Context: an optimization exercise on an open-source flow, tuned for small area and a short achievable clock period. The choices shown serve that exercise and are no tape-out recipe.
Only simulation tests tie the RTL to the original design; equivalence was not proved.
No activity file was given, so power comes from the tool's default toggle rates.

==> 04-26 <==
## int_fu
module int_fu (
    input  logic                  clk,
    input  logic                  rst,
    input  logic [INT_DATA_W-1:0] add_a,
    input  logic [INT_DATA_W-1:0] add_b,
    input  logic                  add_valid_i,
    output logic [INT_DATA_W-1:0] add_result,
    output logic                  add_valid_o,
    input  logic [INT_DATA_W-1:0] sub_a,
    input  logic [INT_DATA_W-1:0] sub_b,
    input  logic                  sub_valid_i,
    output logic [INT_DATA_W-1:0] sub_result,
    output logic                  sub_valid_o,
    input  logic [INT_DATA_W-1:0] mul_a,
    input  logic [INT_DATA_W-1:0] mul_b,
    input  logic                  mul_valid_i,
    output logic [INT_DATA_W-1:0] mul_result,
    output logic                  mul_busy,
    input  logic [INT_DATA_W-1:0] div_a,
    input  logic [INT_DATA_W-1:0] div_b,
    input  logic                  div_valid_i,
    output logic [INT_DATA_W-1:0] div_result,
    output logic                  div_busy
);
    adder int_adder (
        .clk(clk), .rst(rst), .a(add_a), .b(add_b), .valid_i(add_valid_i),
        .result(add_result), .valid_o(add_valid_o)
    );
    subtractor int_subtractor (
        .clk(clk), .rst(rst), .a(sub_a), .b(sub_b), .valid_i(sub_valid_i),
        .result(sub_result), .valid_o(sub_valid_o)
    );
    multiplier int_multiplier (
        .clk(clk), .rst(rst), .a(mul_a), .b(mul_b), .valid_i(mul_valid_i),
        .result(mul_result), .busy(mul_busy)
    );
    divider int_divider (
        .clk(clk), .rst(rst), .a(div_a), .b(div_b), .valid_i(div_valid_i),
        .result(div_result), .busy(div_busy)
    );
endmodule
==> module adder, before the edit <==
module adder(
    input clk,
    input rst,
    input logic [INT_DATA_W-1:0] a,
    input logic [INT_DATA_W-1:0] b,
    input logic valid_i,
    output logic [INT_DATA_W-1:0] result,
    output logic valid_o
);
always_ff @(posedge clk) begin
    if(rst) begin
        result <= 'b0;
        valid_o <= 1'b0;
    end
    else begin
        valid_o <= valid_i;
        if(valid_i) begin
            result <= add32(a, b, 1'b0);
        end
    end
end
endmodule
==> module subtractor, before the edit <==
module subtractor(
    input clk,
    input rst,
    input logic [INT_DATA_W-1:0] a,
    input logic [INT_DATA_W-1:0] b,
    input logic valid_i,
    output logic [INT_DATA_W-1:0] result,
    output logic valid_o
);
always_ff @(posedge clk) begin
    if(rst) begin
        result <= 'b0;
        valid_o <= 1'b0;
    end
    else begin
        valid_o <= valid_i;
        if(valid_i) begin
            result <= add32(a, ~b, 1'b1);
        end
    end
end
endmodule
==> module divider, before the edit <==
module divider(
    input clk,
    input rst,
    input logic [INT_DATA_W-1:0] a,
    input logic [INT_DATA_W-1:0] b,
    input logic valid_i,
    output logic [INT_DATA_W-1:0] result,
    output logic busy
);
logic [2:0]  count_div;
logic [31:0] nd;         
logic [31:0] rem;
logic        dnz;
logic [31:0] r [0:4];
logic [31:0] q [0:4];
assign dnz = ~&nd;
function automatic logic [32:0] div_step(input logic [32:0] s, input logic [31:0] nd);
    logic [31:0] g, p, pp, diff;
    logic ge;
    p = s[31:0] ^ nd;
    g = s[31:0] & nd;
    g[0] = s[0] | nd[0];       
    pp = p;
    for (int l = 0; l < 5; l++)
        for (int i = 0; i < 32; i++)
            if (i & (1 << l)) begin
                g[i] = g[i] | (pp[i] & g[((i >> l) << l) - 1]);
                pp[i] = pp[i] & pp[((i >> l) << l) - 1];
            end
    diff = p ^ {g[30:0], 1'b1};
    ge = s[32] | g[31];
    div_step = {ge, diff};
endfunction
always_comb begin
    r[0] = rem;
    q[0] = result;
    for (int j = 0; j < 4; j++) begin
        logic [32:0] st;
        logic ge;
        st = div_step({r[j], q[j][31]}, nd);
        ge = st[32] & dnz;
        r[j+1] = ge ? st[31:0] : {r[j][30:0], q[j][31]};
        q[j+1] = {q[j][30:0], ge};
    end
end
always_ff @(posedge clk) begin
    if (!busy) nd <= ~b;
    rem <= busy ? r[4] : 32'b0;
    count_div <= busy ? count_div + 3'd1 : 3'd0;
end
always_ff @(posedge clk) begin
    if(rst) begin
        result <= 'b0;
        busy <= 'b0;
    end
    else if (!busy) begin
        if (valid_i) begin
            result <= a;
            busy <= 1'b1;
        end
    end
    else begin
        result <= q[4];
        if (count_div == 3'b111) busy <= 1'b0;
    end
end
endmodule
Settings: LEC_CHECK=0, CAP_MARGIN=20, CORE_MARGIN=2, CORE_UTILIZATION=70, SLEW_MARGIN=20, SYNTH_HIERARCHICAL=1; clock period 85.0 ns.
standard.sh (not shown) runs the stock make flow with config.mk's settings and CLKGATE_MAP_FILE= SYNTH_SCRIPT=/design/flow/synth_recipe.tcl, a recipe that flattens the netlist after the stock synthesis.
==> flow/flow/run.sh <==
#!/bin/bash
# The standard layout, with the smallest buffer cell on the ports in place of
# the one buffer_ports picks by default, a clock tree of smaller buffers
# without dummy loads, and timing repair asked to reach a setup slack of
# SETUP_SLACK_MARGIN ns.
set -euo pipefail
export BUFFER_PORTS_ARGS="-buffer_cell sky130_fd_sc_hd__buf_1"
export CTS_ARGS="-sink_clustering_enable -repair_clock_nets -dont_use_dummy_load -buf_list sky130_fd_sc_hd__clkbuf_8 -sink_clustering_size 12 -sink_clustering_max_diameter 60"
bash standard.sh SETUP_SLACK_MARGIN=66.6 > standard.log 2>&1
==> 12-03: changes against 04-26 <==
==> flow/flow/run.sh (replaced) <==
#!/bin/bash
# The standard layout, with the smallest buffer cell on the ports in place of
# the one buffer_ports picks by default, a clock tree of smaller buffers
# without dummy loads, and timing repair asked to reach a setup slack of
# SETUP_SLACK_MARGIN ns.
set -euo pipefail
export BUFFER_PORTS_ARGS="-buffer_cell sky130_fd_sc_hd__buf_1"
export CTS_ARGS="-sink_clustering_enable -repair_clock_nets -dont_use_dummy_load -buf_list sky130_fd_sc_hd__clkbuf_8 -sink_clustering_size 14 -sink_clustering_max_diameter 70"
bash standard.sh SETUP_SLACK_MARGIN=65.7 > standard.log 2>&1
--- a/flow/config.mk
+++ b/flow/config.mk
@@ -9,3 +9,3 @@
 export CORE_MARGIN = 2
-export CORE_UTILIZATION = 70
+export CORE_UTILIZATION = 60
 export SLEW_MARGIN = 20
==> 02-14: changes against 04-26 <==
--- a/flow/design.v
+++ b/flow/design.v
@@ -67,16 +67,2 @@
 import general_defines::*;
-function automatic logic [31:0] add32(input logic [31:0] a, input logic [31:0] b, input logic cin);
-    logic [31:0] g, p, pp;
-    p = a ^ b;
-    g = a & b;
-    g[0] = g[0] | (p[0] & cin);
-    pp = p;
-    for (int l = 0; l < 5; l++)
-        for (int i = 0; i < 32; i++)
-            if (i & (1 << l)) begin
-                g[i] = g[i] | (pp[i] & g[((i >> l) << l) - 1]);
-                pp[i] = pp[i] & pp[((i >> l) << l) - 1];
-            end
-    add32 = p ^ {g[30:0], cin};
-endfunction
 module adder(
@@ -98,3 +84,3 @@
         if(valid_i) begin
-            result <= add32(a, b, 1'b0);
+            result <= a+b;
         end
@@ -120,3 +106,3 @@
         if(valid_i) begin
-            result <= add32(a, ~b, 1'b1);
+            result <= a-b;
         end
@@ -660,3 +646,3 @@
     ge = s[32] | g[31];
-    div_step = {ge, diff};
+    div_step = {ge, ge ? diff : s[31:0]};
 endfunction
==> flow/flow/run.sh (replaced) <==
#!/bin/bash
# The standard layout, with the smallest buffer cell on the ports in place of
# the one buffer_ports picks by default, a clock tree of smaller buffers
# without dummy loads, and timing repair asked to reach a setup slack of
# SETUP_SLACK_MARGIN ns.
set -euo pipefail
export BUFFER_PORTS_ARGS="-buffer_cell sky130_fd_sc_hd__buf_1"
export CTS_ARGS="-sink_clustering_enable -repair_clock_nets -dont_use_dummy_load -buf_list sky130_fd_sc_hd__clkbuf_8 -sink_clustering_size 16 -sink_clustering_max_diameter 80"
bash standard.sh SETUP_SLACK_MARGIN=66 > standard.log 2>&1
--- a/flow/config.mk
+++ b/flow/config.mk
@@ -9,3 +9,3 @@
 export CORE_MARGIN = 2
-export CORE_UTILIZATION = 70
+export CORE_UTILIZATION = 60
 export SLEW_MARGIN = 20
==> run summary <==
Share of power burned in registers: 12-03 16.8%; 02-14 14.1%; 04-26 16.4%
Simple-gate portion of the synthesized area: 12-03 14.9%; 02-14 15.9%; 04-26 14.9%
Diodes inserted: 12-03 4; 02-14 1; 04-26 4
Endpoint with the worst hold slack: 12-03 int_multiplier.count_mul[0]$_SDFF_PN0_; 02-14 int_divider.count_div[0]$_SDFF_PN0_; 04-26 int_multiplier.count_mul[0]$_SDFF_PN0_
Cell Int Power: 12-03 490 uW; 02-14 576 uW; 04-26 502 uW
Final Skew: 12-03 0.0702 ns; 02-14 0.0457 ns; 04-26 0.0641 ns
Gate power share: 12-03 75.3%; 02-14 80.0%; 04-26 75.1%
Outcome: 12-03 complete, no violations; 02-14 complete, no violations; 04-26 complete, no violations
Total Power: 12-03 977 uW; 02-14 1.18 mW; 04-26 997 uW
Final net count: 12-03 3,446; 02-14 3,599; 04-26 3,484
Worst setup slack after placement: 12-03 65.34 ns; 02-14 65.61 ns; 04-26 65.31 ns
Grt met2 use: 12-03 50.9%; 02-14 56.4%; 04-26 62.9%
Post-detailed-placement half-perimeter wirelength: 12-03 49,300 microns; 02-14 53,900 microns; 04-26 48,900 microns
Part of the power in the clock network: 12-03 7.9%; 02-14 5.9%; 04-26 8.4%
Worst setup path startpoint: 12-03 sub_a[0]; 02-14 add_b[0]; 04-26 sub_b[0]
Filler instances: 12-03 3,232; 02-14 3,358; 04-26 2,167
Met1 track demand over resource in global routing: 12-03 42.2%; 02-14 44.2%; 04-26 47.2%
Count of vias placed by the detailed router: 12-03 19,300; 02-14 20,700; 04-26 20,100
Wire length of the first global-routing pass: 12-03 98,600 microns; 02-14 109,000 microns; 04-26 101,000 microns

static timing again, ports no longer ideal:
The flow's constraints put no driver on any port. The routed layouts listed below were extracted and timed again, unchanged, in two steps. Step 1 (the two cells are an assumption about what drives the block):
set clk [get_ports {clk}]
set_driving_cell -lib_cell sky130_fd_sc_hd__clkbuf_16 $clk
set_driving_cell -lib_cell sky130_fd_sc_hd__buf_2 [delete_from_list [all_inputs] $clk]
Step 2 also shifts input and output timing later by t, the mid clock arrival at the registers, as if the neighbouring blocks saw the same clock. a / b / c = ideal / step 1 / step 2; a / b = the first two.
| run | t, ns | slack for setup (ns) | worst hold slack (ns) | slew at the worst register clock pin (ns) | cell pins on the clock port's net |
|---|---|---|---|---|---|
| 04-26 | 0.630 | 66.173 / 66.183 / 65.553 | 0.417 / 0.417 / 0.417 | 0.10 / 0.10 | 1 |
| 12-03 | 0.668 | 66.009 / 66.029 / 65.361 | 0.423 / 0.423 / 0.423 | 0.10 / 0.10 | 1 |
| 02-14 | 0.643 | 66.220 / 66.126 / 65.484 | 0.426 / 0.426 / 0.426 | 0.11 / 0.11 | 1 |
After both steps setup and hold are still met in every run listed. The setup slack of 02-14, which loses most, moves by -0.094 ns with the drivers and by -0.736 ns with both steps.
